This design comes from an exercise in tuning for small area and a short achievable clock period on the open sky130 flow, not from production work.
Function was not checked in any run shown here: the RTL went through the layout flow alone.
Power and IR drop assume default switching activity.

===== flow/flow/run.sh =====
#!/bin/bash
# Standard layout with: ports buffered by plain buffers instead of delay cells;
# adders left to ABC instead of extracted into full/half-adder cells; a clock
# tree of smaller buffers without dummy loads; and
# the ABC area script mapping to a delay target (flow/abc.script).
set -euo pipefail
export BUFFER_PORTS_ARGS="-buffer_cell sky130_fd_sc_hd__buf_1"
export ADDER_MAP_FILE=
export CTS_ARGS="-sink_clustering_enable -repair_clock_nets -dont_use_dummy_load -root_buf sky130_fd_sc_hd__clkbuf_8 -buf_list sky130_fd_sc_hd__clkbuf_4 -sink_clustering_size 20"
mkdir -p scripts
for f in "$FLOW_HOME"/scripts/*; do ln -sfn "$f" scripts/; done
rm -f scripts/abc_area.script
cp flow/abc.script scripts/abc_area.script
export SCRIPTS_DIR="$PWD/scripts"
bash standard.sh > standard_flow.log 2>&1

===== flow/flow/abc.script =====
strash
dch
map -D 1000
topo
stime -c
buffer -c
upsize -c
dnsize -c

===== flow/standard.sh =====
#!/bin/bash
# synth_recipe.tcl (not shown) runs the flow's synth.tcl, then flattens the netlist and writes it again
# the make line also repeats each setting of config.mk as NAME=value (left out here)
make -C /OpenROAD-flow-scripts/flow DESIGN_CONFIG=/design/flow/config.mk WORK_HOME=/design/flow/orfs CLKGATE_MAP_FILE= SYNTH_SCRIPT=/design/flow/synth_recipe.tcl "${@:-finish}"

===== flow/config.mk =====
export PLATFORM = sky130hd
export DESIGN_NAME = fpadder
export DESIGN_NICKNAME = fpadder
export VERILOG_FILES = /design/flow/design.v
export SDC_FILE = /design/flow/constraint.sdc
export NUM_CORES = 4
export LEC_CHECK = 0
export ABC_AREA = 1
export CAP_MARGIN = 20
export CORE_MARGIN = 2
export CORE_UTILIZATION = 40
export SETUP_SLACK_MARGIN = 1.9
export SLEW_MARGIN = 20

===== flow/constraint.sdc =====
create_clock -name core_clock -period 3.8 [get_ports {clk_59}]
set_input_delay 0.7600 -clock core_clock [delete_from_list [all_inputs] [get_ports {clk_59}]]
set_output_delay 0.7600 -clock core_clock [all_outputs]
set_load 0.01 [all_outputs]

===== flow/design.v =====
module fpadder( input [15:0] A_59, input [15:0] B_59, input clk_59, input rst_59, output reg [15:0] C_59);
function [1:0] cmp_gt;   
  input [14:0] a, b;
  reg [15:0] G, E;
  integer i, k;
  begin
    G = {1'b0, a & ~b};
    E = {1'b1, ~((a & ~b) | (~a & b))};
    for (k = 1; k < 16; k = k * 2)
      for (i = 0; i + k < 16; i = i + 2 * k) begin
        G[i] = G[i + k] | (E[i + k] & G[i]);
        E[i] = E[i + k] & E[i];
      end
    cmp_gt = {G[0], E[0]};
  end
endfunction
wire [1:0] c5  = cmp_gt({10'd0, A_59[14:10]}, {10'd0, B_59[14:10]});
wire [1:0] cf = cmp_gt({5'd0, A_59[9:0]}, {5'd0, B_59[9:0]});
wire [1:0] c15 = {c5[1] | (c5[0] & cf[1]), 1'b0};
wire       zero = ~|{A_59, B_59};
wire [4:0] dab = A_59[14:10] - B_59[14:10];
wire [4:0] dba = B_59[14:10] - A_59[14:10];
wire [4:0] d   = c5[1] ? dab : dba;
reg        agb1, sa1, sb1;
reg [4:0]  e1;
reg [9:0]  fa1, fb1;
reg [3:0]  sh1;
always @(posedge clk_59) begin
  agb1 <= c15[1];
  sa1  <= A_59[15];
  sb1  <= B_59[15];
  e1   <= c5[1] ? A_59[14:10] : B_59[14:10];
  fa1  <= A_59[9:0];
  fb1  <= B_59[9:0];
  sh1  <= d[3:0] | {4{d[4] | zero}};
end
wire [9:0]  fs  = agb1 ? fb1 : fa1;
wire        sub = sa1 ^ sb1;
wire [10:0] y   = ({1'b1, fs} >> sh1) ^ {11{sub}};
reg        s2, sub2;
reg [4:0]  e2;
reg [9:0]  fg2;
reg [10:0] y2;
always @(posedge clk_59) begin
  s2   <= agb1 ? sa1 : sb1;
  sub2 <= sub;
  e2   <= e1;
  fg2  <= agb1 ? fa1 : fb1;
  y2   <= y;
end
wire [11:0] S = {2'b01, fg2} + {sub2, y2} + {11'd0, sub2};
reg        s3;
reg [4:0]  e3;
reg [11:0] S3;
always @(posedge clk_59) begin
  s3 <= s2; e3 <= e2; S3 <= S;
end
reg [11:1] h;
reg [4:0]  adj;      
reg [4:0]  jm;
integer j;
always @(*) begin
  h = 11'd0;
  for (j = 1; j <= 11; j = j + 1)
    h[j] = S3[j] & ~|(S3[11:1] >> j);
  adj = 5'd0;
  for (j = 1; j <= 11; j = j + 1) begin
    jm  = j - 10;
    adj = adj | ({5{h[j]}} & jm);
  end
end
wire [21:0] sp = {S3, 10'd0};
reg  [9:0]  frac;
integer k;
always @(*) begin
  frac = {9'd0, ~|S3[11:1] & S3[0]};
  for (k = 0; k < 10; k = k + 1)
    for (j = 1; j <= 11; j = j + 1)
      frac[k] = frac[k] | (h[j] & sp[j + k]);
end
always @(posedge clk_59) begin
  C_59 <= {s3, e3 + adj, frac};
end
endmodule

==> summary.md, run 1 <==
| Metric | Value |
|---|---|
| Number of remaining DRC errors | 0 |
| Synth top area share | 42.2% |
| Worst Path Max Fanout | 6 |
| Synth-to-Final Area Change | 15.8% |
| RR Endpoint | C_59[14] |
| Cell row count | 38 |
| Clock Tree Root | clkbuf_8 |
| Worst EP arrival | 2.07 ns |
| Initial antenna violation count | 0 |
| Final setup fails | 0 |
| CP max stage cell | or2_2 |
| Pin count of the biggest net entering global routing | 43 |
| Max Cap Viol | 0 |
| Avg Inst Size Synth | about 7.9 µm² |
| CTS clock-pin slew for the worst setup and hold paths | 0.07 ns |
| Via Count | 3813 |
| Worst path required time | slightly above 4 ns |
| Tightest Pin Transition | 0.568 ns |
| First-pass DRT Iterations | 4 |
| Mapped Area | 0.00446 mm² |
| Top FF cell, synth | dfxtp_1 |
| Worst Hold Path EP | e2[2] |
| Peak VDD IR | 250 µV |
| Int Power | 1.99 mW |
| Initial Util | 41.1% |
| Final hold violations | 0 |
| Ys async rst share | 0% |
| Crit path largest cell delay | 0.36 ns |
| Drt total wl | around 9400 µm |
| Initial drt markers | between 100 and 150 |
| Cell taking the most area after synthesis | dfxtp_1 |
| Top cell family by delay on the critical path | simple AND/OR/NAND/NOR gates |
| Final worst path period share | 48.3% |
| WHS Path Cells | 0 |
| CP Launch Point | B_59[14] |
| Total track usage | 16.7% |
| Post-synth EDFFs | 0 |
| RSZ-0062 raised after global routing | yes |
| Drt wl/cell | approximately 12 µm |
| Core area | ~0.011 mm² |
| Max frequency | 545 MHz |
| Pwr dens | 645 mW/mm² |
| Fin area | between 0.005 and 0.006 mm² |
| First-pass GRT wire length | 15700 µm |
| WP buf/inv | 1 |
| Critical path endpoint category | flop |
| Netlist cell types | 55 |
| Slew margin rel. | 62.0% |
| HP Start | e1[2] |
| Switching Share | 40.3% |
| Yosys warning count | 1 |
| Status | no timing/DRC/antenna violations |
| DP Area | 0.00479 mm² |
| Clock power frac | 15.0% |
| CTS max path bufs | 2 |
| Worst reg2reg startpoint | S3[11] |
| Register share of total power | between 40% and 50% |
| Antenna diodes | 0 |
| Cts bufs inserted | 9 |
| Synth Instances | 561 |
| DP HPWL | 7280 µm |
| Min cycle time layout | ~1.8 ns |
| Combinational share of power | 40.2% |
| Skew final | 0.0181 ns |
| Sequential share of the synthesized area | between 40% and 50% |
| CP Class | in -> reg |
| Worst-Skew Late Latency | 0.36 ns |
| Crit path cell chain | buf_1 > or2_2 > nand2_1 > o211ai_2 > o21a_2 > nand2_1 > nand2_1 > nor2_1 > o21bai_1 |
| Die area | 0.0120 mm² |
| Fillers | 1111 |
| Final GP Congestion | 0.899 |
| IO Count | 50 |
| Sink Count | 94 |
| Ranking of synthesized cells by area | dfxtp_1, nand2_1, inv_1 |
| CTS tree | yes |
| Vias in the first global route | 3602 |
| R2r setup slk | 2.01 ns |
| Worst min path class | reg -> reg |
| Worst path most repeated cell | nand2_1 |
| Register bit count reported by yosys | 94 |
| Net Switching | 1.34 mW |
| Syn nets | 595 |
| Worst setup SP type | input pin |
| Max-slew violations | 0 |
| Total negative slack | 0 ns |
| Input/output buffers | 48 |
| Chip Height | 110 µm |
| Share of post-route cells with drive strength above 1 | 14.6% |
| Htree depth | 3 |
| Remaining antenna violation count after routing | 0 |
| R2R cell count | 9 |
| Congestion Overflow GR | 0 |
| Vias/cell | 5.00 |
| Leakage power | 2.23 nW |
| Fin nets | 658 |
| Die width | 110 µm |
[layout make-up]
cell class	instances	area (µm²)	area share, %
Inverter	74	290	5.63
Timing Repair Buffer	61	282	5.46
Tap cell	140	175	3.39
Multi-Input combinational cell	384	2390	46.3
Clock buffer	9	124	2.40
Sequential cell	94	1900	36.8
[logic make-up after synthesis]
| logic type | Yosys count | share of synthesized area [%] |
|---|---|---|
| AO/OA/AOI/OAI | 138 | 21.1 |
| XOR/XNOR | 39 | 7.67 |
| buffers and inverters | 83 | 7.16 |
| flip-flops | 94 | 42.2 |
| multiplexers | 2 | 0.449 |
| AND/OR/NAND/NOR | 205 | 21.4 |
[power by group through the flow]
stage               Sequential, mW  Combinational (mW)  Clock [mW]
finish                        1.49                1.34       0.501
floorplan                     1.47               0.914           0
global placement              1.50                1.21           0
global route                  1.53                1.50       0.565
CTS                           1.48                1.23       0.525
detailed placement            1.50                1.21           0
[placed cells by master (no fill, tap or decap), types with 6 or more instances in the layout]
cell       n
o221ai_1  10
nor2_2     6
o22ai_1    9
buf_4     13
nand2_1   92
xor2_1    25
clkbuf_8   9
dfxtp_1   87
nor3_1     7
a21oi_1   25
o21ai_0   47
nor2_4     6
xnor2_1   12
inv_1     66
nand3_1   16
buf_1     45
nor2_1    47
[synth_stat cells, types with 2 or more instances]
cell,instances
o21ai_0,50
o22ai_1,9
a211oi_1,4
xor2_1,26
o2bb2ai_1,2
xnor2_1,13
a31oi_1,4
mux2i_1,2
nor2_2,2
clkinv_1,2
o2111ai_1,5
nor4_1,7
inv_1,68
nand4_1,5
nand4_2,2
a221oi_1,4
buf_2,4
nor2_4,2
o21ai_2,2
o221ai_1,10
nor3_1,8
nand2_4,2
or2_2,3
a21oi_1,27
dfxtp_1,94
nor2_1,55
inv_2,3
nand3_1,16
o211ai_1,4
a22oi_1,3
clkbuf_1,5
nand2_1,95
[layer usage]
metal	vias to the layer above	share of wire (%)	track usage, %
met4	0	2.7	9.40
li1	2019	-	-
met2	75	50	29.5
met5	-	0	0
met3	21	3.4	2.73
met1	1698	44	18.9
[worst max path at each step]
stage / endpoint / slack, ns / cells past startpoint
finish: sh1[3] / 1.96 / 9
global route: y2[1] / 1.86 / 6
detailed placement: y2[1] / 1.49 / 6
global placement: C_59[9] / 1.49 / 5
floorplan: sh1[3] / 1.91 / 9
CTS: y2[1] / 1.88 / 6
[flip-flops by register name (all words and copies together) (netlist names), 4 cells and up]
register and cells:
C_59 16, e3 5, S3 12, fa1 10, sh1 4, fg2 10
e2 5, e1 5, y2 11, fb1 10
[through the flow]
stage / instances / hold WS [ns] / util, % / setup slack (ns) / total power, mW
3_3_place_gp: 740 / 0.310 / 44.2 / 1.49 / 2.71
5_1_grt: 762 / 0.332 / 47.6 / 1.86 / 3.60
3_5_place_dp: 740 / 0.312 / 44.2 / 1.49 / 2.71
4_1_cts: 750 / 0.330 / 45.5 / 1.88 / 3.24
2_1_floorplan: 561 / 0.310 / - / 1.91 / 2.39
6_report: 762 / 0.328 / 47.6 / 1.96 / 3.33
[timing repair]
item | CTS | global route
endpoints found under the hold margin | 0 | 0
setup endpoints to repair | 14 | 23
gates cloned | 0 | 0
setup buffers | 1 | 12
pin swaps | 1 | 11
hold buffers | 0 | 0
resized for setup | 4 | 40
==> run 2, diff against run 1 <==
==> flow/flow/abc.script (replaced) <==
strash
dch
map -D 900
topo
stime -c
buffer -c
upsize -c
dnsize -c
==> run 2 against run 1 <==
  * Sequential power about the same
  * Combinational power fell by 9%
  * Setup slack got worse by 0.014 ns
  * Register-to-register slack barely moved
  * Synthesized cell count increased by 9.1%
  * Critical endpoint unchanged
  * Largest power group unchanged
==> summary.md, run 2 <==
| Metric | Value |
|---|---|
| Status | no timing/DRC/antenna violations |
| Pwr dens | about 620 mW/mm² |
| Avg Inst Size Synth | around 7.5 µm² |
| Final worst path period share | between 40 and 50% |
| Most frequent cells in the layout | nand2_1, dfxtp_1, inv_1 |
| Worst EP arrival | 2.12 ns |
| Input/output buffers | 48 |
| Total negative slack | 0 ns |
| Number of remaining DRC errors | 0 |
| Multi-input logic area | between 0.002 and 0.0025 mm² |
| Cts bufs inserted | 9 |
| Htree depth | 3 |
| Most frequent cells after synthesis | nand2_1, dfxtp_1, inv_1 |
| Post-synth EDFFs | 0 |
| Vias in the first global route | 3840 |
| Chip Height | approximately 110 µm |
| Total track usage | 16.4% |
| Skew final | 0.0239 ns |
| Mapped Area | 0.00457 mm² |
| RSZ-0062 raised after global routing | no |
| Top FF cell, synth | dfxtp_1 |
| Initial drt markers | 151 |
| Largest register FFs | 16 |
| Peak VDD IR | between 200 and 300 µV |
| Synth Area in Simple Gates | 23.1% |
| Post-synthesis mux area share | 0.219% |
| Drt wl/cell | 12.3 µm |
| Final GP Congestion | 0.849 |
| Clock Tree Root | clkbuf_8 |
| Worst min path class | reg -> reg |
| Layer with the highest usage | met2 |
| Syn nets | between 600 and 700 |
| Final hold violations | 0 |
| Ys async rst share | 0% |
| Largest registers | C_59: 16 flops, S3: 12 flops, y2: 11 flops |
| Net Switching | 1.32 mW |
| Top-count cell post-synth | nand2_1 |
| Min cycle time layout | 1.85 ns |
| Core area | ~0.011 mm² |
| Fin area | 0.00518 mm² |
| Worst-Skew Late Latency | ~0.36 ns |
| Final setup fails | 0 |
| Worst Path Max Fanout | 4 |
| Cell taking the most area after synthesis | dfxtp_1 |
| IO Count | 50 |
| Post-synthesis xor/xnor area fraction | 5.94% |
| Met3 global-route usage | 3.66% |
| Worst setup SP type | input pin |
| Pin count of the biggest net entering global routing | 35 |
| Netlist cell types | 52 |
| Critical path endpoint category | flop |
| Yosys warning count | 1 |
| Die width | roughly 110 µm |
| Leakage power | about 2.3 nW |
| CTS tree | yes |
| Remaining antenna violation count after routing | 0 |
| Cell row count | 39 |
| Synth Area in Adders | less than 1% |
| Largest family of logic cells by synthesized area | simple AND/OR/NAND/NOR gates |
| DP HPWL | roughly 7600 µm |
| Congestion Overflow GR | 0 |
| Max frequency | 541 MHz |
| Max-slew violations | 0 |
| Vias/cell | 5.06 |
| Int Power | 1.92 mW |
| Via Count | around 4100 |
| Compound-Gate Fraction of Synth Area | 20.7% |
| Met2 GRT Util | 28.5% |
| Sequential share of the synthesized area | 41.1% |
| Initial Util | 40.6% |
| Share of post-route cells with drive strength above 1 | under 10% |
| Final core occ | 46.0% |
| Sink Count | 94 |
| CTS max path bufs | 2 |
| Initial antenna violation count | 0 |
| Register share of total power | 46.7% |
| Antenna diodes | 0 |
| Synth Instances | 612 |
| Worst path required time | 4.07 ns |
| Combinational share of power | a little under two fifths |
| Fillers | between 1000 and 1500 |
| Synth top area share | between 40 and 50% |
| CP Class | in -> reg |
| Synth-to-Final Area Change | 13.3% |
| Ranking of synthesized cells by area | dfxtp_1, nand2_1, inv_1 |
| DP Area | slightly below 0.005 mm² |
| Seq. cell area | 0.00190 mm² |
| Tightest Pin Transition | 1.02 ns |
| Fin nets | 695 |
| Drt total wl | 9870 µm |
| Die area | approximately 0.012 mm² |
| Register bit count reported by yosys | 94 |
| Max Cap Viol | 0 |
| M1 GR Usage | 19.8% |
| First-pass DRT Iterations | 4 |
| Largest Register | C_59 |
| First-pass GRT wire length | 16700 µm |
| Most common cell after layout, fill and taps aside | nand2_1 |
| Slew margin rel. | a little under a third |
| CTS clock-pin slew for the worst setup and hold paths | 0.08 ns |
| Clock power frac | 15.5% |
| Switching Share | between 40% and 50% |
## run 2: cell types whose count changed in the layout (fill, tap and decap cells not counted), moves of 6 or more
| cell | change |
|---|---|
| inv_1 | +12 |
| buf_4 | -6 |
| o21ai_0 | +9 |
| nand4_1 | +11 |
| nand2_1 | +26 |
| o211ai_1 | +6 |
| nor2_1 | +13 |
## run 2: final timing paths
path / from / cells past startpoint / end / slack [ns]
worst max register to register: S3[8] / 7 / C_59[13] / 2.00
worst max-delay path: B_59[1] / 5 / sh1[3] / 1.95
worst min-delay path: e2[3] / 0 / e3[3] / 0.33
worst min register to register: e2[3] / 0 / e3[3] / 0.33
## run 2: timing repair
action,CTS,global route
hold buffers,0,0
gates resized for setup,5,28
pin swaps,0,10
endpoints found under the setup margin,17,17
buffers inserted,0,6
## run 2: worst max-delay path, cell delays in order
cell and delay (ns):
buf_1 0.10, or4_1 0.58, nor4_4 0.28, nand4_1 0.22, o2111ai_1 0.18
## run 2: area by class of cell
class,instances,share of cell area [%]
Clock buffer,9,2.39
Inverter,80,5.87
Multi-Input combinational cell,421,47.2
Sequential cell,94,36.6
Tap cell,143,3.45
Timing Repair Buffer,55,4.49
## run 2: cells by family after synthesis
family / Yosys count
fa+ha+maj: 3
simple gates: 238
flops: 94
buf+inv: 97
mux: 1
xor+xnor: 31
compound gates: 148
## run 2: layer usage
layer | part of all wire, % | vias up
li1 | - | 2162
met1 | 47 | 1813
met2 | 48 | 72
met3 | 3.5 | 12
met4 | 1.6 | 0
met5 | 0 | -
## run 2: power by group through the flow
stage / clock network [mW] / registers, mW / logic [mW]
2_1_floorplan: 0 / 1.41 / 0.951
3_3_place_gp: 0 / 1.49 / 1.16
3_5_place_dp: 0 / 1.50 / 1.15
4_1_cts: 0.525 / 1.48 / 1.17
5_1_grt: 0.569 / 1.55 / 1.38
6_report: 0.503 / 1.51 / 1.22
## run 2: stage by stage
stage	total power, mW	cells	hold slack (ns)	setup WS [ns]
after floorplan	2.36	612	0.310	1.93
after global placement	2.65	787	0.310	1.43
after detailed placement	2.65	787	0.312	1.43
after CTS	3.17	796	0.329	1.90
after global routing	3.50	802	0.335	1.89
final	3.24	802	0.326	1.95
==> run 3, diff against run 2 <==
--- a/flow/design.v
+++ b/flow/design.v
@@ -44,7 +44,7 @@
 always @(posedge clk_59) begin
   s2   <= agb1 ? sa1 : sb1;
   sub2 <= sub;
-  e2   <= e1;
+  e2   <= e1 - 5'd10;    
   fg2  <= agb1 ? fa1 : fb1;
   y2   <= y;
 end
@@ -56,18 +56,26 @@
   s3 <= s2; e3 <= e2; S3 <= S;
 end
 reg [11:1] h;
-reg [4:0]  adj;      
-reg [4:0]  jm;
+reg [3:0]  jb;       
 integer j;
 always @(*) begin
   h = 11'd0;
   for (j = 1; j <= 11; j = j + 1)
     h[j] = S3[j] & ~|(S3[11:1] >> j);
-  adj = 5'd0;
-  for (j = 1; j <= 11; j = j + 1) begin
-    jm  = j - 10;
-    adj = adj | ({5{h[j]}} & jm);
-  end
+  casez (S3[11:1])
+    11'b1??????????: jb = 4'd11;
+    11'b01?????????: jb = 4'd10;
+    11'b001????????: jb = 4'd9;
+    11'b0001???????: jb = 4'd8;
+    11'b00001??????: jb = 4'd7;
+    11'b000001?????: jb = 4'd6;
+    11'b0000001????: jb = 4'd5;
+    11'b00000001???: jb = 4'd4;
+    11'b000000001??: jb = 4'd3;
+    11'b0000000001?: jb = 4'd2;
+    11'b00000000001: jb = 4'd1;
+    default:         jb = 4'd10;
+  endcase
 end
 wire [21:0] sp = {S3, 10'd0};
 reg  [9:0]  frac;
@@ -79,6 +87,6 @@
       frac[k] = frac[k] | (h[j] & sp[j + k]);
 end
 always @(posedge clk_59) begin
-  C_59 <= {s3, e3 + adj, frac};
+  C_59 <= {s3, e3 + {1'b0, jb}, frac};
 end
 endmodule
==> run 3 against run 2 <==
  * Clock-buffer cell count unchanged
  * Die area decreased by 0.48%
  * Hold slack improved by 0.00068 ns
  * Clock power decreased by 0.8%
  * Area after synthesis decreased by 0.49%
  * Largest power group unchanged
  * Highest routed layer unchanged
  * Sequential share of layout area increased by 0.051 points
  * Largest cell class unchanged
==> summary.md, run 3 <==
| Metric | Value |
|---|---|
| Remaining antenna violation count after routing | 0 |
| Ys async rst share | 0% |
| Input/output buffers | 48 |
| Worst EP arrival | 2.13 ns |
| Dpl ws | 1.11 ns |
| Max frequency | approximately 540 MHz |
| Congestion Overflow GR | 0 |
| Skew final | roughly 0.024 ns |
| Max-slew violations | 0 |
| CP Launch Point | S3[10] |
| CTS tree | yes |
| Clock Tree Root | clkbuf_8 |
| IO Count | 50 |
| Drt wl/cell | roughly 13 µm |
| Initial antenna violation count | 0 |
| Slew margin rel. | 72.2% |
| CTS max path bufs | 2 |
| Tightest Pin Transition | just over 0.4 ns |
| Overall power | between 3 and 4 mW |
| Cell row count | 38 |
| Initial drt markers | 187 |
| Non-Filler Instances | between 800 and 900 |
| Final GP Congestion | 0.890 |
| Yosys warning count | 1 |
| Initial Util | 41.4% |
| Pwr dens | 634 mW/mm² |
| Cts bufs inserted | 9 |
| Top FF cell, synth | dfxtp_1 |
| Critical path endpoint category | flop |
| Die width | 111 µm |
| Largest registers | C_59: 16 flops, S3: 12 flops, y2: 11 flops |
| CP Class | reg -> reg |
| First-pass GRT wire length | 17300 µm |
| CP max stage cell | dfxtp_2 |
| Pin count of the biggest net entering global routing | 30 |
| Netlist cell types | 48 |
| Leakage power | around 2.3 nW |
| Share of post-route cells with drive strength above 1 | 8.86% |
| Drt total wl | 10600 µm |
| Placed Instances | 788 |
| DP HPWL | 8180 µm |
| Total negative slack | 0 ns |
| Setup ws final | just under 2 ns |
| Largest register FFs | 16 |
| Register bit count reported by yosys | 94 |
| Synth-to-Final Area Change | 13.8% |
| CTS clock-pin slew for the worst setup and hold paths | 0.09 ns |
| Die area | 0.0122 mm² |
| Peak VDD IR | 239 µV |
| Synth Instances | 612 |
| Top cell family by delay on the critical path | compound AO/OA/AOI/OAI gates |
| Avg Inst Size Synth | 7.44 µm² |
| Via Count | a little over 4000 |
| Worst reg2reg startpoint | S3[10] |
| Min cycle time layout | between 1.5 and 2 ns |
| Cell taking the most area after synthesis | dfxtp_1 |
| Mapped Area | 0.00455 mm² |
| Core area | 0.0110 mm² |
| Top-count cell post-synth | nand2_1 |
| Number of remaining DRC errors | 0 |
| Antenna diodes | 0 |
| Sequential share of the synthesized area | 41.3% |
| Worst min path class | reg -> reg |
| Fin nets | 702 |
| Final setup fails | 0 |
| CTS Hold Bufs | 0 |
| Vias in the first global route | approximately 3800 |
| Worst setup SP type | flop |
| Synth top area share | about two fifths |
| Vias/cell | 5.16 |
| Post-synth EDFFs | 0 |
| Chip Height | 111 µm |
| HP Start | e2[0] |
| Status | no timing/DRC/antenna violations |
| Crit path cell chain | nor4_4 > buf_4 > nand4_1 > a41oi_2 > a21oi_1 > a22o_1 > nand2_1 |
| First-pass DRT Iterations | 5 |
| Sink Count | 94 |
| Crit path largest cell delay | 0.37 ns |
| WP buf/inv | 1 |
| Htree depth | 3 |
| Most frequent cells after synthesis | nand2_1, dfxtp_1, inv_1 |
| Most common cell after layout, fill and taps aside | nand2_1 |
| Total track usage | 17.0% |
| RSZ-0062 raised after global routing | yes |
| Max Cap Viol | 0 |
| Final hold violations | 0 |
| Worst path required time | approximately 4.1 ns |
| Worst-Skew Late Latency | 0.35 ns |
| Ranking of synthesized cells by area | dfxtp_1, nand2_1, inv_1 |
| Syn nets | 646 |
| Largest Register | C_59 |
| Most frequent cells in the layout | nand2_1, dfxtp_1, inv_1 |
| Final worst path period share | 48.5% |
| Worst Path Max Fanout | 7 |
run 3: changes by cell type after synthesis, moves of 3 or more:
cell / change
a21oi_1: +6
nor3_1: +6
o21ai_1: +5
inv_1: -4
nand2_1: -4
nand3_1: +4
o211ai_1: -4
a221oi_1: -3
a22oi_1: -3
a31oi_1: -3
nand4_1: -3
nor2_1: +3
o21a_1: +3
run 3: power breakdown:
part           internal [mW]  switching, mW
clock network          0.213          0.286
registers               1.25          0.239
logic                  0.473          0.816
run 3: area by class of cell:
class	count	area [µm²]
fillers	1123	5800
clock buffers	9	124
well taps	140	175
flip-flops and latches	94	1900
inverters	77	289
repair buffers	59	264
multi-input cells	427	2430
run 3: what timing repair did:
item                                    CTS  global route
pin swaps                                 3             3
gates resized for setup                  16            25
setup buffers                             5             4
endpoints found under the setup margin   20            14
run 3: per-stage QoR:
| stage | hold WS [ns] | area [µm²] | util, % |
|---|---|---|---|
| global placement | 0.310 | 4870 | 44.3 |
| CTS | 0.327 | 5080 | 46.3 |
| finish | 0.327 | 5180 | 47.2 |
| floorplan | 0.310 | 4550 | - |
| detailed placement | 0.313 | 4870 | 44.3 |
| global route | 0.334 | 5180 | 47.2 |
run 3: worst reg2reg max path: cells and delay by family (launching register included):
kind / cells / cell delay (ns)
compound gates: 3 / 0.64
simple gates: 3 / 0.56
flops: 1 / 0.37
buf+inv: 1 / 0.21
run 3: worst paths after layout:
path / to / slack, ns / cells after the start
worst max-delay path: C_59[13] / 1.96 / 7
worst min-delay path: e3[0] / 0.33 / 0
worst max register to register: C_59[13] / 1.96 / 7
worst min register to register: e3[0] / 0.33 / 0
run 3: metal layers:
layer  up-vias  GRT usage, %  part of all wire, %
li1       2187             -                    -
met1      1836          22.4                   47
met2       111          27.7                   47
met3        25          2.46                  3.7
met4         0          7.67                  2.3
met5         -             0                    0
run 3: logic make-up (layout without fill, tap and decap cells):
family                     after synthesis  count (layout)  synth area share, %
buffers and inverters                   91             145                 7.64
adders and majority gates                2               2                0.440
and+or+nand+nor                        240             240                 23.1
xor gates and xnor gates                32              32                 6.16
AOI/OAI and AO/OA                      153             153                 21.4
DFF                                     94              94                 41.3
==> run 4, diff against run 3 <==
==> flow/flow/abc.script (replaced) <==
strash
dch
map -D 1000
topo
stime -c
buffer -c
upsize -c
dnsize -c
==> run 4 against run 3 <==
  * Design area down 0.22%
  * Area after synthesis fell by 1.7%
  * Combinational power hardly changed
  * Synthesized cell count is 2.1% lower
  * Fmax is 0.78% lower
  * Still clean
  * First-iteration DRC count shrank 24%
==> summary.md, run 4 <==
| Metric | Value |
|---|---|
| Synth top area share | 42.1% |
| Max Cap Viol | 0 |
| Fin area | 0.00517 mm² |
| CTS Hold Bufs | 0 |
| First-pass DRT Iterations | 4 |
| First-pass GRT wire length | around 17000 µm |
| Synth-to-Final Area Change | 15.5% |
| Pin count of the biggest net entering global routing | 43 |
| Total track usage | 17.5% |
| Slew margin rel. | 31.2% |
| Worst setup SP type | flop |
| Share of post-route cells with drive strength above 1 | 12.3% |
| Number of remaining DRC errors | 0 |
| Post-synthesis xor/xnor area fraction | 5.68% |
| Initial drt markers | 143 |
| Pwr dens | between 600 and 700 mW/mm² |
| Sink Count | 94 |
| RSZ-0062 raised after global routing | yes |
| Overall power | between 3 and 4 mW |
| Leakage power | 2.29 nW |
| Initial antenna violation count | 0 |
| Yosys warning count | 1 |
| Cell row count | 38 |
| Congestion Overflow GR | 0 |
| Largest register FFs | 16 |
| Final worst path period share | 48.9% |
| Remaining antenna violation count after routing | 0 |
| Final GP Congestion | approximately 0.94 |
| Synth Instances | 599 |
| Top-count cell post-synth | nand2_1 |
| Drt wl/cell | 12.6 µm |
| Most common cell after layout, fill and taps aside | nand2_1 |
| Largest Register | C_59 |
| Initial Util | between 40% and 50% |
| Clock Tree Root | clkbuf_8 |
| Most frequent cells after synthesis | nand2_1, dfxtp_1, inv_1 |
| CP Class | reg -> reg |
| Fin nets | approximately 700 |
| Vias in the first global route | 3766 |
| Vias/cell | between 5 and 6 |
| Antenna diodes | 0 |
| Worst-Skew Late Latency | 0.36 ns |
| Setup ws final | 1.94 ns |
| CTS clock-pin slew for the worst setup and hold paths | ~0.080 ns |
| Critical path endpoint category | flop |
| Tightest Pin Transition | roughly 1 ns |
| Netlist cell types | 50 |
| Final setup fails | 0 |
| Worst path required time | 4.02 ns |
| Most frequent cells in the layout | nand2_1, dfxtp_1, inv_1 |
| Peak VDD IR | 243 µV |
| Input/output buffers | 48 |
| Die width | 110 µm |
| Dpl ws | 1.14 ns |
| Die area | roughly 0.012 mm² |
| Synth Area in Simple Gates | 23.3% |
| Ys async rst share | 0% |
| Ranking of synthesized cells by area | dfxtp_1, nand2_1, inv_1 |
| Fillers | 1090 |
| Post-synth EDFFs | 0 |
| Chip Height | 110 µm |
| Post-synthesis mux area share | 0.447% |
| Max-slew violations | 0 |
| Largest registers | C_59: 16 flops, S3: 12 flops, y2: 11 flops |
| Worst Path Max Fanout | 4 |
| Via Count | 4073 |
| CTS tree | yes |
| Cts bufs inserted | 9 |
| DP HPWL | 7870 µm |
| Core area | approximately 0.011 mm² |
| Worst EP arrival | 2.08 ns |
| Mapped Area | 0.00447 mm² |
| Final hold violations | 0 |
| Synth Area in Adders | 0% |
| Max frequency | about 540 MHz |
| Avg Inst Size Synth | 7.47 µm² |
| Skew final | about 0.021 ns |
| Compound-Gate Fraction of Synth Area | 20.4% |
| Top FF cell, synth | dfxtp_1 |
| Sequential share of the synthesized area | 42.1% |
| DP Area | 0.00480 mm² |
| Cell taking the most area after synthesis | dfxtp_1 |
| Syn nets | ~630 |
| Htree depth | 3 |
| Status | no timing/DRC/antenna violations |
| Min cycle time layout | approximately 1.9 ns |
| Register bit count reported by yosys | 94 |
| Largest family of logic cells by synthesized area | simple AND/OR/NAND/NOR gates |
| Total negative slack | 0 ns |
| Drt total wl | around 10000 µm |
| CTS max path bufs | 2 |
| Worst min path class | reg -> reg |
| IO Count | 50 |
run 4: final timing paths:
path                             from  endpoint  cells past startpoint  slack [ns]
worst min-delay path            e2[2]     e3[2]                      0        0.33
worst min register to register  e2[2]     e3[2]                      0        0.33
worst max-delay path            S3[5]  C_59[12]                      7        1.94
worst max register to register  S3[5]  C_59[12]                      7        1.94
run 4: final cells by class:
class / instances / area [µm²] / share of cell area, %
Inverter: 85 / 320 / 6.20
Timing Repair Buffer: 61 / 290 / 5.62
Multi-Input combinational cell: 411 / 2350 / 45.6
Clock buffer: 9 / 124 / 2.40
Sequential cell: 94 / 1900 / 36.8
Tap cell: 140 / 175 / 3.39
run 4: timing repair:
item / 4_1_cts / 5_1_grt
setup buffers: 1 / 12
pin swaps: 1 / 9
endpoints found under the setup margin: 19 / 11
resized for setup: 21 / 27
run 4: routing by layer:
layer / GRT usage, % / routed length [µm]
met1: 19.2 / 4320
met2: 32.2 / 5000
met5: 0 / 0
met3: 4.03 / 498
met4: 6.87 / 289
run 4: where the power goes:
| group | switching, mW | internal (mW) |
|---|---|---|
| combinational | 0.810 | 0.484 |
| sequential | 0.210 | 1.26 |
| clock | 0.294 | 0.213 |
run 4: cell families after synthesis:
kind of cell,after synthesis
flip-flops,94
XOR/XNOR,29
AND/OR/NAND/NOR,237
buffers and inverters,94
AO/OA/AOI/OAI,143
multiplexers,2
run 4: worst max-delay path, cell delays in order (launching register included):
cell and delay, ns:
dfxtp_4 0.37, nor4_4 0.35, nand2_2 0.14, o21bai_4 0.21, a41oi_4 0.29, a21boi_2 0.12, buf_4 0.14, xnor2_1 0.11
run 4: per-stage QoR:
stage / instances / utilization, % / hold slack, ns
3_5_place_dp: 778 / 44.1 / 0.312
4_1_cts: 788 / 45.9 / 0.331
5_1_grt: 800 / 47.5 / 0.334
2_1_floorplan: 599 / - / 0.310
6_report: 800 / 47.5 / 0.329
3_3_place_gp: 778 / 44.1 / 0.310
==> run 5, diff against run 4 <==
==> flow/design.v (replaced) <==
module fpadder( input [15:0] A_59, input [15:0] B_59, input clk_59, input rst_59, output reg [15:0] C_59);
function [1:0] cmp_gt;   
  input [14:0] a, b;
  reg [15:0] G, E;
  integer i, k;
  begin
    G = {1'b0, a & ~b};
    E = {1'b1, ~((a & ~b) | (~a & b))};
    for (k = 1; k < 16; k = k * 2)
      for (i = 0; i + k < 16; i = i + 2 * k) begin
        G[i] = G[i + k] | (E[i + k] & G[i]);
        E[i] = E[i + k] & E[i];
      end
    cmp_gt = {G[0], E[0]};
  end
endfunction
wire [1:0] c5  = cmp_gt({10'd0, A_59[14:10]}, {10'd0, B_59[14:10]});
wire [1:0] cf = cmp_gt({5'd0, A_59[9:0]}, {5'd0, B_59[9:0]});
wire [1:0] c15 = {c5[1] | (c5[0] & cf[1]), 1'b0};
reg        agb1, egt1, sa1, sb1;
reg [4:0]  ea1, eb1;
reg [9:0]  fa1, fb1;
always @(posedge clk_59) begin
  agb1 <= c15[1];
  egt1 <= c5[1];
  sa1  <= A_59[15];
  sb1  <= B_59[15];
  ea1  <= A_59[14:10];
  eb1  <= B_59[14:10];
  fa1  <= A_59[9:0];
  fb1  <= B_59[9:0];
end
wire [4:0]  d   = egt1 ? ea1 - eb1 : eb1 - ea1;
wire        zero = ~|{sa1, sb1, ea1, eb1, fa1, fb1};
wire [9:0]  fs  = agb1 ? fb1 : fa1;
wire        sub = sa1 ^ sb1;
wire [10:0] y   = (d[4] ? 11'd0 : {~zero, fs} >> d[3:0]) ^ {11{sub}};
reg        s2, sub2;
reg [4:0]  e2;
reg [9:0]  fg2;
reg [10:0] y2;
always @(posedge clk_59) begin
  s2   <= agb1 ? sa1 : sb1;
  sub2 <= sub;
  e2   <= egt1 ? ea1 : eb1;
  fg2  <= agb1 ? fa1 : fb1;
  y2   <= y;
end
wire [11:0] S = {2'b01, fg2} + {sub2, y2} + {11'd0, sub2};
reg        s3;
reg [4:0]  e3;
reg [11:0] S3;
always @(posedge clk_59) begin
  s3 <= s2; e3 <= e2; S3 <= S;
end
reg [11:1] h;
reg [4:0]  adj;      
integer j;
always @(*) begin
  h = 11'd0;
  for (j = 1; j <= 11; j = j + 1)
    h[j] = S3[j] & ~|(S3[11:1] >> j);
  casez (S3[11:1])
    11'b1??????????: adj = 5'd1;
    11'b01?????????: adj = 5'd0;
    11'b001????????: adj = -5'd1;
    11'b0001???????: adj = -5'd2;
    11'b00001??????: adj = -5'd3;
    11'b000001?????: adj = -5'd4;
    11'b0000001????: adj = -5'd5;
    11'b00000001???: adj = -5'd6;
    11'b000000001??: adj = -5'd7;
    11'b0000000001?: adj = -5'd8;
    11'b00000000001: adj = -5'd9;
    default:         adj = 5'd0;
  endcase
end
wire [21:0] sp = {S3, 10'd0};
reg  [9:0]  frac;
integer k;
always @(*) begin
  frac = {9'd0, ~|S3[11:1] & S3[0]};
  for (k = 0; k < 10; k = k + 1)
    for (j = 1; j <= 11; j = j + 1)
      frac[k] = frac[k] | (h[j] & sp[j + k]);
end
always @(posedge clk_59) begin
  C_59 <= {s3, e3 + adj, frac};
end
endmodule
==> flow/flow/abc.script (replaced) <==
strash
dch
map -D 900
topo
stime -c
buffer -c
upsize -c
dnsize -c
==> run 5 against run 4 <==
  * Power fell by 1.4%
  * Critical path type unchanged
  * Via count rose by 14%
  * Final cell count rose by 11%
  * Synthesized cell count rose by 13%
  * Hold slack got worse by 0.0070 ns
  * Sequential power barely moved
  * Non-clock buffer count rose by 5
  * Setup slack improved by 0.0054 ns
  * Area after synthesis rose by 9.7%
  * Register-to-register slack barely moved
==> summary.md, run 5 <==
| Metric | Value |
|---|---|
| CTS clock-pin slew for the worst setup and hold paths | 0.09 ns |
| Fin nets | 778 |
| Cell taking the most area after synthesis | dfxtp_1 |
| Top-count cell post-synth | nand2_1 |
| Clock power frac | 16.4% |
| Worst-Skew Late Latency | 0.38 ns |
| Largest registers | C_59: 16 flops, S3: 12 flops, y2: 11 flops |
| Total track usage | a little under a fifth |
| Most frequent cells after synthesis | nand2_1, dfxtp_1, nor2_1 |
| Number of remaining DRC errors | 0 |
| Pin count of the biggest net entering global routing | 22 |
| Avg Inst Size Synth | 7.23 µm² |
| Top FF cell, synth | dfxtp_1 |
| Status | no timing/DRC/antenna violations |
| Register share of total power | between 40% and 50% |
| Min cycle time layout | 1.85 ns |
| Critical path endpoint category | flop |
| Via Count | 4637 |
| Drt total wl | approximately 12000 µm |
| M1 GR Usage | 21.2% |
| Antenna diodes | 0 |
| Chip Height | 115 µm |
| Final setup fails | 0 |
| Drt wl/cell | 13.8 µm |
| Most common cell after layout, fill and taps aside | nand2_1 |
| Initial Util | 40.9% |
| Worst Path Max Fanout | 8 |
| Register bit count reported by yosys | 96 |
| Met2 GRT Util | 33.2% |
| First-pass GRT wire length | 19200 µm |
| DP HPWL | 9100 µm |
| Leakage power | 2.51 nW |
| Vias/cell | 5.22 |
| Cell row count | 40 |
| IO Count | 50 |
| Cts bufs inserted | 9 |
| Vias in the first global route | 4146 |
| Input/output buffers | 48 |
| Max frequency | 540 MHz |
| CTS max path bufs | 2 |
| R2r setup slk | 1.95 ns |
| CTS tree | yes |
| Yosys warning count | 1 |
| Clock Tree Root | clkbuf_8 |
| Pwr dens | 565 mW/mm² |
| Initial antenna violation count | 0 |
| Sink Count | 96 |
| Fin area | 0.00570 mm² |
| Synth top area share | 39.2% |
| Worst min path class | reg -> reg |
| Remaining antenna violation count after routing | 0 |
| Initial drt markers | a little under 300 |
| Final worst path period share | 48.7% |
| RSZ-0062 raised after global routing | yes |
| Net Switching | 1.32 mW |
| Switching Share | 40.8% |
| Skew final | 0.0223 ns |
| Syn nets | 713 |
| Most frequent cells in the layout | nand2_1, dfxtp_1, nor2_1 |
| Htree depth | 3 |
| Final hold violations | 0 |
| Combinational share of power | 38.7% |
| Peak VDD IR | about 200 µV |
| Layer with the highest usage | met2 |
| Worst path required time | 4.06 ns |
| Die area | 0.0132 mm² |
| CP Class | reg -> reg |
| First-pass DRT Iterations | 5 |
| Int Power | 1.91 mW |
| Final hold slack | 0.322 ns |
| Mapped Area | slightly below 0.005 mm² |
| DP Area | 0.00520 mm² |
| Largest register FFs | 16 |
| Final GP Congestion | 0.878 |
| Worst EP arrival | about 2.1 ns |
| CTS Hold Bufs | 0 |
| Slew margin rel. | 63.4% |
| Netlist cell types | between 50 and 60 |
| Worst setup SP type | flop |
| Tightest Pin Transition | 0.543 ns |
| Share of post-route cells with drive strength above 1 | 13.7% |
| Core area | 0.0120 mm² |
| Synth Instances | 679 |
| Ranking of synthesized cells by area | dfxtp_1, nand2_1, nor2_1 |
| Met3 global-route usage | 3.22% |
| Max-slew violations | 0 |
| Post-synth EDFFs | 0 |
| Congestion Overflow GR | 0 |
| Largest Register | C_59 |
| Ys async rst share | 0% |
| Synth-to-Final Area Change | 16.2% |
| Die width | 115 µm |
| Total negative slack | 0 ns |
| Max Cap Viol | 0 |
| Sequential share of the synthesized area | 39.2% |
## run 5: changes by cell type after synthesis, sizes merged, moves of 5 or more
cell	before	now
a21oi	31	37
nand2	112	148
nand3	18	23
nand4	10	26
nor2	73	93
nor4	7	1
o211ai	4	11
xor2	22	11
## run 5: path summary, 6_finish.rpt
| kind | to | startpoint | cells past startpoint |
|---|---|---|---|
| max | C_59[12] | S3[6] | 8 |
| min | e3[1] | e2[1] | 0 |
| max reg2reg | C_59[12] | S3[6] | 8 |
| min reg2reg | e3[1] | e2[1] | 0 |
## run 5: repair_timing
item,in CTS,in global routing
pin swaps,1,15
buffers inserted,3,14
resized for setup,8,62
endpoints found under the setup margin,12,18
cloned,0,2
## run 5: power groups by stage
stage	Combinational, mW	Sequential, mW	Clock, mW
CTS	1.13	1.43	0.558
global placement	1.11	1.45	0
global route	1.39	1.48	0.598
floorplan	0.828	1.41	0
detailed placement	1.11	1.46	0
finish	1.25	1.45	0.530
## run 5: stage by stage
stage | setup WS (ns) | cells | total power, mW | utilization (%)
5_1_grt | 1.84 | 889 | 3.47 | 47.5
3_5_place_dp | 1.51 | 861 | 2.56 | 43.3
3_3_place_gp | 1.52 | 861 | 2.56 | 43.3
6_report | 1.95 | 889 | 3.22 | 47.5
4_1_cts | 1.91 | 873 | 3.12 | 44.7
2_1_floorplan | 2.08 | 679 | 2.24 | -
## run 5: area by class of cell
class | instances | area, µm²
Tap cell | 147 | 184
Fill cell | 1230 | 6310
Multi-Input combinational cell | 492 | 2830
Sequential cell | 96 | 1940
Timing Repair Buffer | 66 | 319
Clock buffer | 9 | 124
Inverter | 79 | 304
## run 5: metal layers
layer / up-vias / wire [µm]
met2: 116 / 6180
met5: - / 0
met1: 2067 / 5350
met4: 0 / 318
li1: 2428 / -
met3: 26 / 421
## run 5: critical path, stage by stage (launching register included)
cell	delay [ns]
dfxtp_2	0.38
nor2_1	0.16
nand2_2	0.12
nor2_4	0.25
nand4_4	0.17
a41oi_2	0.32
a31oi_4	0.07
buf_4	0.15
xor2_1	0.13
## run 5: logic make-up (layout without fill, tap and decap cells)
kind of cell / after synthesis / count (layout) / synth area share [%]
AND/OR/NAND/NOR: 316 / 318 / 28.8
AO/OA/AOI/OAI: 154 / 154 / 20.8
flip-flops: 96 / 96 / 39.2
buffers and inverters: 93 / 154 / 7.60
XOR/XNOR: 20 / 20 / 3.57
==> run 6, diff against run 5 <==
==> flow/flow/abc.script (replaced) <==
strash
dch
map -D 1000
topo
stime -c
buffer -c
upsize -c
dnsize -c
==> run 6 against run 5 <==
  * Sequential share of layout area increased by 0.96 points
  * Combinational power increased by 18%
  * Clock power decreased by 2%
  * Power increased by 7.0%
  * Setup slack improved by 0.047 ns
  * Clock-buffer cell count unchanged
  * Largest power group is now combinational logic
==> summary.md, run 6 <==
| Metric | Value |
|---|---|
| Remaining antenna violation count after routing | 0 |
| Ys async rst share | 0% |
| Most common cell after layout, fill and taps aside | nand2_1 |
| Synth-to-Final Area Change | 17.6% |
| Number of remaining DRC errors | 0 |
| Min cycle time layout | 1.80 ns |
| Worst path required time | about 4 ns |
| Pin count of the biggest net entering global routing | 22 |
| Skew final | 0.0191 ns |
| Clock Tree Root | clkbuf_8 |
| Htree depth | 3 |
| Drt wl/cell | 12.8 µm |
| Final setup fails | 0 |
| Initial antenna violation count | 0 |
| Mapped Area | between 0.004 and 0.005 mm² |
| Worst Path Max Fanout | 11 |
| RSZ-0062 raised after global routing | yes |
| Pwr dens | ~620 mW/mm² |
| First-pass GRT wire length | about 17000 µm |
| Syn nets | 674 |
| Non-Filler Instances | between 800 and 900 |
| Core area | 0.0115 mm² |
| Worst min path class | reg -> reg |
| Share of post-route cells with drive strength above 1 | 14.9% |
| Tightest Pin Transition | 0.552 ns |
| CP Class | reg -> reg |
| Post-synth EDFFs | 0 |
| Most frequent cells in the layout | nand2_1, dfxtp_1, nor2_1, inv_1, buf_1 |
| Fin nets | 742 |
| Initial Util | 41.2% |
| Largest registers | C_59: 16 flops, S3: 12 flops, y2: 11 flops |
| Netlist cell types | 49 |
| Register bit count reported by yosys | 96 |
| IO Count | 50 |
| Critical path endpoint category | flop |
| Cell taking the most area after synthesis | dfxtp_1 |
| Synth Instances | 640 |
| Drt total wl | 10900 µm |
| Largest register FFs | 16 |
| Worst EP arrival | ~2.0 ns |
| CTS clock-pin slew for the worst setup and hold paths | ~0.080 ns |
| Placed Instances | 816 |
| Antenna diodes | 0 |
| CTS Hold Bufs | 0 |
| Worst setup SP type | flop |
| Max frequency | 554 MHz |
| Final worst path period share | between 40% and 50% |
| Sequential share of the synthesized area | 40.7% |
| Chip Height | ~110 µm |
| Most frequent cells after synthesis | nand2_1, dfxtp_1, inv_1, nor2_1, o21ai_0 |
| Max Cap Viol | 0 |
| Leakage power | roughly 2.4 nW |
| Vias in the first global route | 3900 |
| Ranking of synthesized cells by area | dfxtp_1, nand2_1, inv_1 |
| Input/output buffers | 48 |
| Die area | 0.0127 mm² |
| Vias/cell | 5.20 |
| Yosys warning count | 1 |
| Slew margin rel. | 63.1% |
| Final hold violations | 0 |
| Total track usage | 16.9% |
| Largest Register | C_59 |
| Peak VDD IR | 312 µV |
| CTS max path bufs | 2 |
| Avg Inst Size Synth | ~7.4 µm² |
| Congestion Overflow GR | 0 |
| Die width | 113 µm |
| Total negative slack | 0 ns |
| DP HPWL | 8180 µm |
| Max-slew violations | 0 |
| Synth top area share | around two fifths |
| Via Count | 4413 |
| Cts bufs inserted | 9 |
| Final GP Congestion | 0.879 |
| Top-count cell post-synth | nand2_1 |
| Initial drt markers | about 230 |
| First-pass DRT Iterations | 7 |
| CTS tree | yes |
| Status | no timing/DRC/antenna violations |
| Worst-Skew Late Latency | around 0.37 ns |
| Sink Count | 96 |
| Cell row count | 39 |
| Top FF cell, synth | dfxtp_1 |
run 6: layout make-up:
class	instances	area, µm²
flip-flops and latches	96	1940
multi-input cells	454	2640
fillers	1167	5910
inverters	75	290
well taps	143	179
clock buffers	9	124
repair buffers	72	387
run 6: worst max-delay path: stages, from the launching register on:
cell and delay, ns:
dfxtp_1 0.39, inv_2 0.13, nand2_1 0.17, nor2_4 0.07, buf_4 0.16, nand2_1 0.06, o221ai_1 0.12, a221oi_1 0.34
o221ai_1 0.21
run 6: final timing paths:
kind	startpoint	end	slack, ns	cells past startpoint
max	S3[11]	C_59[5]	2.00	8
min	e2[0]	e3[0]	0.33	0
max reg2reg	S3[11]	C_59[5]	2.00	8
min reg2reg	e2[0]	e3[0]	0.33	0
run 6: per-stage QoR:
step / hold slack (ns) / util, % / worst slack, ns / cell area, µm² / total power [mW]
6_report: 0.329 / 48.5 / 2.00 / 5560 / 3.45
5_1_grt: 0.335 / 48.5 / 1.84 / 5560 / 3.70
4_1_cts: 0.331 / 45.4 / 1.91 / 5200 / 3.23
3_5_place_dp: 0.313 / 43.8 / 1.55 / 5020 / 2.69
3_3_place_gp: 0.310 / 43.8 / 1.60 / 5020 / 2.67
2_1_floorplan: 0.310 / - / 2.13 / 4730 / 2.36
run 6: layer usage:
layer  track usage, %  vias up  routed length (µm)
met5                0        -                   0
met4             7.15        0                 240
met3             3.96       26                 453
met2             29.3      118                5390
met1             20.2     1981                4780
li1                 -     2288                   -
run 6: cell families (layout without fill, tap and decap cells):
family / Yosys count / in the layout / synth area share [%]
buffers and inverters: 92 / 156 / 7.68
xor gates and xnor gates: 31 / 31 / 6.54
DFF: 96 / 96 / 40.7
AOI/OAI and AO/OA: 137 / 137 / 18.5
and+or+nand+nor: 284 / 286 / 26.6
run 6: timing repair:
| item | CTS | global route |
|---|---|---|
| pin swaps | 1 | 13 |
| buffers inserted | 2 | 20 |
| gates resized for setup | 15 | 47 |
| setup endpoints to repair | 15 | 16 |
| gates cloned | 0 | 2 |
run 6: power breakdown:
group	switching, mW	internal [mW]	total [mW]
logic	0.883	0.583	1.47
clock network	0.307	0.213	0.519
registers	0.204	1.26	1.46
==> run 7, diff against run 6 <==
--- a/flow/design.v
+++ b/flow/design.v
@@ -17,12 +17,11 @@
 wire [1:0] c5  = cmp_gt({10'd0, A_59[14:10]}, {10'd0, B_59[14:10]});
 wire [1:0] cf = cmp_gt({5'd0, A_59[9:0]}, {5'd0, B_59[9:0]});
 wire [1:0] c15 = {c5[1] | (c5[0] & cf[1]), 1'b0};
-reg        agb1, egt1, sa1, sb1;
+reg        agb1, sa1, sb1;
 reg [4:0]  ea1, eb1;
 reg [9:0]  fa1, fb1;
 always @(posedge clk_59) begin
   agb1 <= c15[1];
-  egt1 <= c5[1];
   sa1  <= A_59[15];
   sb1  <= B_59[15];
   ea1  <= A_59[14:10];
@@ -30,7 +29,7 @@
   fa1  <= A_59[9:0];
   fb1  <= B_59[9:0];
 end
-wire [4:0]  d   = egt1 ? ea1 - eb1 : eb1 - ea1;
+wire [4:0]  d   = agb1 ? ea1 - eb1 : eb1 - ea1;
 wire        zero = ~|{sa1, sb1, ea1, eb1, fa1, fb1};
 wire [9:0]  fs  = agb1 ? fb1 : fa1;
 wire        sub = sa1 ^ sb1;
@@ -42,7 +41,7 @@
 always @(posedge clk_59) begin
   s2   <= agb1 ? sa1 : sb1;
   sub2 <= sub;
-  e2   <= egt1 ? ea1 : eb1;
+  e2   <= agb1 ? ea1 : eb1;
   fg2  <= agb1 ? fa1 : fb1;
   y2   <= y;
 end
==> run 7 against run 6 <==
  * Final cell count shrank 0.35%
  * Sequential share of layout area decreased by 0.50 points
  * Wire length grew 6.1%
  * Combinational power fell by 9.5%
  * Utilization rose by 0.19 points
  * Power shrank 5.0%
  * Critical path depth unchanged
  * Clock-buffer cell count is the same
  * First-iteration DRC count rose by 33%
  * Synthesized cell count is 0.31% lower
==> summary.md, run 7 <==
| Metric | Value |
|---|---|
| Max-slew violations | 0 |
| IO Count | 50 |
| CTS tree | yes |
| Worst setup path end | C_59[13] |
| Combinational share of power | 40.6% |
| Top FF cell, synth | dfxtp_1 |
| Final GP Congestion | 0.897 |
| Mapped Area | ~0.0048 mm² |
| Via Count | 4464 |
| DP Area | 0.00503 mm² |
| Register share of total power | between 40% and 50% |
| R2r setup slk | approximately 1.9 ns |
| Core area | ~0.012 mm² |
| Sink Count | 95 |
| Cell row count | 39 |
| Initial drt markers | 307 |
| CTS clock-pin slew for the worst setup and hold paths | about 0.08 ns |
| Min cycle time layout | between 1.5 and 2 ns |
| Skew final | ~0.012 ns |
| Synth-to-Final Area Change | 17.8% |
| Met2 Wirelength | 5800 µm |
| Overall power | 3.28 mW |
| Most frequent cells after synthesis | nand2_1, dfxtp_1, inv_1 |
| CTS max path bufs | 2 |
| Htree depth | 3 |
| Synth top area share | 40.0% |
| Drt total wl | 11500 µm |
| Die area | 0.0128 mm² |
| Tightest Pin Transition | 0.795 ns |
| Initial antenna violation count | 0 |
| Peak VDD IR | 201 µV |
| Status | no timing/DRC/antenna violations |
| Slew margin rel. | 46.6% |
| Worst-Skew Late Latency | 0.37 ns |
| Yosys warning count | 1 |
| Antenna diodes | 0 |
| Metal3 WL | 572 µm |
| Share of post-route cells with drive strength above 1 | 16.6% |
| R2R cell count | 8 |
| CP Launch Point | S3[8] |
| Int Power | 1.94 mW |
| Fin area | approximately 0.0056 mm² |
| Largest register FFs | 16 |
| Max Cap Viol | 0 |
| Remaining antenna violation count after routing | 0 |
| Pwr dens | 584 mW/mm² |
| HP Start | s3 |
| Input/output buffers | 48 |
| Total track usage | 17.5% |
| Cell taking the most area after synthesis | dfxtp_1 |
| Fin nets | 739 |
| Syn nets | 672 |
| Worst min path class | reg -> reg |
| Initial Util | 41.3% |
| Final core occ | 48.7% |
| First-pass DRT Iterations | 16 |
| Ys async rst share | 0% |
| Worst EP arrival | 2.14 ns |
| Highest Signal Layer | met4 |
| Most frequent cells in the layout | nand2_1, dfxtp_1, inv_1 |
| Max frequency | 532 MHz |
| Worst Path Max Fanout | 6 |
| RSZ-0062 raised after global routing | yes |
| Netlist cell types | 55 |
| CP Class | reg -> reg |
| Most common cell after layout, fill and taps aside | nand2_1 |
| DP HPWL | 8330 µm |
| Final hold violations | 0 |
| RR Endpoint | C_59[13] |
| Largest Register | C_59 |
| Switching Share | roughly two fifths |
| Worst setup SP type | flop |
| Wl on met1 | 4710 µm |
| Clock Tree Root | clkbuf_8 |
| Congestion Overflow GR | 0 |
| Chip Height | 113 µm |
| CTS Hold Bufs | 0 |
| Die width | 113 µm |
| Final worst path period share | 49.5% |
| First-pass GRT wire length | 17900 µm |
| Vias/cell | about 5.3 |
| Sequential share of the synthesized area | 40.0% |
| Ranking of synthesized cells by area | dfxtp_1, nand2_1, inv_1 |
| Pin count of the biggest net entering global routing | 21 |
| Net Switching | 1.33 mW |
| Final setup fails | 0 |
| Number of remaining DRC errors | 0 |
| Drt wl/cell | ~14 µm |
| Vias in the first global route | 3948 |
| Worst reg2reg startpoint | S3[8] |
| Largest registers | C_59: 16 flops, S3: 12 flops, y2: 11 flops |
| Top-count cell post-synth | nand2_1 |
| Synth Instances | ~640 |
| Clock power frac | 15.8% |
| Worst path required time | 4.06 ns |
| Critical path endpoint category | flop |
| Post-synth EDFFs | 0 |
| Avg Inst Size Synth | 7.46 µm² |
| Cts bufs inserted | 9 |
| Fillers | 1140 |
| Total negative slack | 0 ns |
| Leakage power | 2.44 nW |
| Register bit count reported by yosys | 95 |
-- run 7: changes by cell type in the layout (fill, tap and decap cells not counted), sizes merged, moves of 7 or more --
cell,before,now
nand2,150,140
nand3,21,33
o2111ai,4,14
nor2,66,75
o221ai,10,1
xor2,22,15
a22oi,1,8
-- run 7: power groups by stage --
stage,registers (mW),logic [mW],clock network [mW]
2_1_floorplan,1.40,0.848,0
3_3_place_gp,1.44,1.13,0
3_5_place_dp,1.43,1.12,0
4_1_cts,1.41,1.16,0.541
5_1_grt,1.46,1.47,0.576
6_report,1.43,1.33,0.517
-- run 7: per-layer routing --
metal,vias to the layer above,global-route usage (%)
met5,-,0
met4,0,9.92
met3,35,3.27
met2,152,29.8
met1,1970,20.8
li1,2307,-
-- run 7: worst max-delay path, stage by stage, from the launching register on --
cell and delay, ns:
dfxtp_1 0.38, inv_2 0.12, nand3_4 0.12, nor2_4 0.26
nand4_1 0.27, o2111ai_4 0.17, a31oi_4 0.16, o2111ai_1 0.21
nand2_1 0.07
-- run 7: how the worst min path moves through the flow --
stage | slack [ns] | end | cells past startpoint
global route | 0.34 | C_59[15] | 0
detailed placement | 0.31 | e3[0] | 0
global placement | 0.31 | C_59[15] | 0
CTS | 0.33 | C_59[15] | 0
floorplan | 0.31 | C_59[15] | 0
finish | 0.33 | C_59[15] | 0
-- run 7: kinds of logic after synthesis --
logic type,Yosys count,synth area share [%]
buf+inv,90,7.89
xor+xnor,21,3.87
mux,1,0.210
compound gates,144,20.2
flops,95,40.0
simple gates,287,27.9
-- run 7: layout make-up --
cell class                 count  area [µm²]  area share (%)
multi-input combinational    456        2720            48.5
sequential                    95        1930            34.4
timing repair buffer          67         360            6.43
inverter                      76         290            5.18
tap                          143         179            3.19
clock buffer                   9         124            2.21
-- run 7: per-stage QoR --
step / std cells / setup slack (ns) / hold slack [ns]
finish: 846 / 1.92 / 0.326
global route: 846 / 1.85 / 0.337
CTS: 828 / 1.90 / 0.328
detailed placement: 816 / 1.40 / 0.312
global placement: 816 / 1.46 / 0.310
floorplan: 638 / 2.17 / 0.310
-- run 7: repair_timing --
action | in CTS | in global routing
pin swaps | 1 | 34
buffers inserted | 2 | 15
gates cloned | 1 | 3
endpoints found under the setup margin | 14 | 17
gates resized for setup | 16 | 64
==> run 8, diff against run 7 <==
==> flow/flow/abc.script (replaced) <==
strash
dch
map -D 900
topo
stime -c
buffer -c
upsize -c
dnsize -c
==> run 8 against run 7 <==
  * Non-clock buffer count decreased by 8
  * Combinational power fell by 8%
  * Wire length rose by 4.1%
  * Synthesized cell count rose by 5.6%
  * Clock skew grew 0.0040 ns
  * Final cell count rose by 3.4%
  * Area after synthesis grew 2.5%
  * Critical path depth grew 2
  * Critical path type unchanged
  * Highest routed layer unchanged
==> summary.md, run 8 <==
| Metric | Value |
|---|---|
| Status | no timing/DRC/antenna violations |
| Synth Instances | 674 |
| Top-count cell post-synth | nand2_1 |
| Pin count of the biggest net entering global routing | 30 |
| Most common cell after layout, fill and taps aside | nand2_1 |
| Remaining antenna violation count after routing | 0 |
| CP Class | reg -> reg |
| Clock Tree Root | clkbuf_8 |
| Overall power | 3.18 mW |
| Multi-input logic area | between 0.002 and 0.003 mm² |
| Die area | 0.0131 mm² |
| First-pass GRT wire length | 19600 µm |
| DP HPWL | 9140 µm |
| Worst-Skew Late Latency | 0.38 ns |
| Htree depth | 3 |
| Sequential share of the synthesized area | 39.0% |
| First-pass DRT Iterations | 7 |
| Max Cap Viol | 0 |
| Final GP Congestion | 0.924 |
| Final setup fails | 0 |
| Final hold violations | 0 |
| Mapped Area | 0.00488 mm² |
| Fillers | around 1200 |
| Largest register FFs | 16 |
| Worst EP arrival | 2.11 ns |
| Sink Count | 95 |
| Cell taking the most area after synthesis | dfxtp_1 |
| Avg Inst Size Synth | between 7 and 8 µm² |
| Share of post-route cells with drive strength above 1 | 12.6% |
| Initial drt markers | around 320 |
| Drt total wl | 12000 µm |
| Congestion Overflow GR | 0 |
| Worst Path Max Fanout | 8 |
| Register bit count reported by yosys | 95 |
| RSZ-0062 raised after global routing | yes |
| Worst min path class | reg -> reg |
| Pwr dens | 565 mW/mm² |
| Ranking of synthesized cells by area | dfxtp_1, nand2_1, nor2_1 |
| Yosys warning count | 1 |
| Post-synth EDFFs | 0 |
| Worst setup SP type | flop |
| Chip Height | 114 µm |
| Die width | 114 µm |
| Wl on met1 | 5100 µm |
| Initial antenna violation count | 0 |
| Ys async rst share | 0% |
| Met2 Wirelength | 6000 µm |
| Leakage power | 2.45 nW |
| Initial Util | 40.8% |
| Critical path endpoint category | flop |
| Largest registers | C_59: 16 flops, S3: 12 flops, y2: 11 flops |
| Most frequent cells in the layout | nand2_1, dfxtp_1, nor2_1 |
| Cts bufs inserted | 9 |
| Core area | approximately 0.012 mm² |
| Syn nets | 708 |
| Drt wl/cell | between 10 and 15 µm |
| Metal3 WL | 446 µm |
| Fin nets | 764 |
| IO Count | 50 |
| Synth top area share | roughly 39% |
| Input/output buffers | 48 |
| Slew margin rel. | roughly 67% |
| Worst path required time | 4.07 ns |
| Largest Register | C_59 |
| Number of remaining DRC errors | 0 |
| Tightest Pin Transition | 0.497 ns |
| Via Count | 4672 |
| CTS max path bufs | 2 |
| Final worst path period share | between 40% and 50% |
| Vias in the first global route | 4237 |
| Total track usage | 18.9% |
| CTS tree | yes |
| Min cycle time layout | ~1.8 ns |
| Vias/cell | 5.34 |
| Seq. cell area | 0.00192 mm² |
| Top FF cell, synth | dfxtp_1 |
| Highest Signal Layer | met4 |
| Max frequency | 544 MHz |
| Cell row count | 40 |
| Total negative slack | 0 ns |
| Netlist cell types | 51 |
| Peak VDD IR | 228 µV |
| Synth-to-Final Area Change | 15.2% |
| Antenna diodes | 0 |
| Most frequent cells after synthesis | nand2_1, dfxtp_1, nor2_1 |
| Skew final | 0.0159 ns |
| CTS clock-pin slew for the worst setup and hold paths | 0.09 ns |
| Max-slew violations | 0 |
-- run 8: cell count changes after synthesis, moves of 5 or more --
| cell | before | now |
|---|---|---|
| a21oi_1 | 29 | 36 |
| o21ai_1 | 3 | 11 |
| a31oi_1 | 7 | 1 |
| nor2_1 | 68 | 87 |
| or2_2 | 6 | 1 |
| o2111ai_1 | 13 | 20 |
| nand3_1 | 27 | 33 |
| nand2_1 | 128 | 138 |
| o21ai_0 | 42 | 32 |
-- run 8: worst max-delay path: stages, from the launching register on --
cell      delay (ns)
dfxtp_2         0.42
inv_2           0.08
nand2_2         0.15
a21oi_1         0.09
o211ai_1        0.27
nand3_2         0.19
buf_4           0.19
nand2_2         0.14
nand3_1         0.09
nand2_1         0.06
nand2_1         0.05
-- run 8: final cells by class --
class	count	area share [%]
clock buffer	9	2.20
inverter	74	5.03
multi-input combinational	491	50.6
sequential	95	34.2
tap	147	3.27
timing repair buffer	59	4.70
-- run 8: cells by family (layout without fill, tap and decap cells) --
logic type      count (synthesis)  count (layout)  synth area share [%]
flops                          95              95                  39.0
buf+inv                        89             142                  7.47
compound gates                150             150                  20.0
xor+xnor                       25              25                  4.49
simple gates                  315             316                  29.0
-- run 8: worst paths after layout --
check	startpoint	endpoint	slack (ns)	cells past startpoint
max	eb1[0]	y2[8]	1.96	10
min	s2	s3	0.31	0
max reg2reg	eb1[0]	y2[8]	1.96	10
min reg2reg	s2	s3	0.31	0
-- run 8: repair_timing --
| action | CTS | global route |
|---|---|---|
| gates resized for setup | 12 | 55 |
| endpoints found under the setup margin | 13 | 20 |
| setup buffers | 1 | 9 |
| gates cloned | 0 | 1 |
| pin swaps | 0 | 11 |
| hold buffers | 0 | 0 |
-- run 8: power breakdown --
part / internal (mW) / switching, mW / leakage (nW)
Clock: 0.212 / 0.310 / 0.0647
Sequential: 1.23 / 0.196 / 0.802
Combinational: 0.435 / 0.795 / 1.59
-- run 8: metal layers --
layer	up-vias	track usage, %
met5	-	0
met4	0	10.8
met3	34	3.55
met2	122	32.3
met1	2114	22.0
li1	2402	-
-- run 8: per-stage QoR --
| stage | worst slack [ns] | util, % | cells | hold WS (ns) | area, µm² |
|---|---|---|---|---|---|
| floorplan | 2.15 | - | 674 | 0.310 | 4880 |
| global placement | 1.56 | 43.1 | 855 | 0.310 | 5160 |
| detailed placement | 1.55 | 43.1 | 855 | 0.312 | 5160 |
| CTS | 1.90 | 44.7 | 865 | 0.309 | 5340 |
| global route | 1.86 | 47.0 | 875 | 0.319 | 5620 |
| finish | 1.96 | 47.0 | 875 | 0.310 | 5620 |

==> static timing again, ports no longer ideal <==
The flow's constraints put no driver on any port. The routed layouts listed below were extracted and timed again, unchanged, in two steps.
Step 1, drivers: a clkbuf_16 drives clk_59 and a buf_2 each remaining input, both assumed.
Step 2 also shifts input and output timing later by t, the mid clock arrival at the registers, as if the neighbouring blocks saw the same clock.
Slacks: no drivers / after step 1 / after step 2; pairs: no drivers / after step 1.
| run | shift t [ns] | setup WS [ns] | worst hold slack (ns) | worst setup path after step 2 | worst data-port slew with drivers (ns) |
|---|---|---|---|---|---|
| run 1 | 0.380 | 1.965 / 1.976 / 1.596 | 0.328 / 0.328 / 0.328 | input to register | 0.04 |
| run 2 | 0.378 | 1.951 / 1.962 / 1.584 | 0.326 / 0.326 / 0.326 | input to register | 0.03 |
| run 3 | 0.368 | 1.958 / 1.958 / 1.604 | 0.327 / 0.327 / 0.327 | input to register | 0.03 |
| run 4 | 0.377 | 1.943 / 1.943 / 1.611 | 0.329 / 0.329 / 0.329 | input to register | 0.03 |
| run 5 | 0.400 | 1.949 / 1.949 / 1.717 | 0.322 / 0.322 / 0.322 | input to register | 0.03 |
| run 6 | 0.396 | 1.996 / 1.996 / 1.737 | 0.329 / 0.329 / 0.329 | input to register | 0.03 |
| run 7 | 0.398 | 1.921 / 1.921 / 1.793 | 0.326 / 0.326 / 0.326 | input to register | 0.04 |
| run 8 | 0.403 | 1.962 / 1.962 / 1.684 | 0.310 / 0.310 / 0.310 | input to register | 0.03 |
After both steps every run listed still meets setup and hold. The setup slack of run 1, which loses most, moves by +0.011 ns with the drivers and by -0.369 ns with both steps.
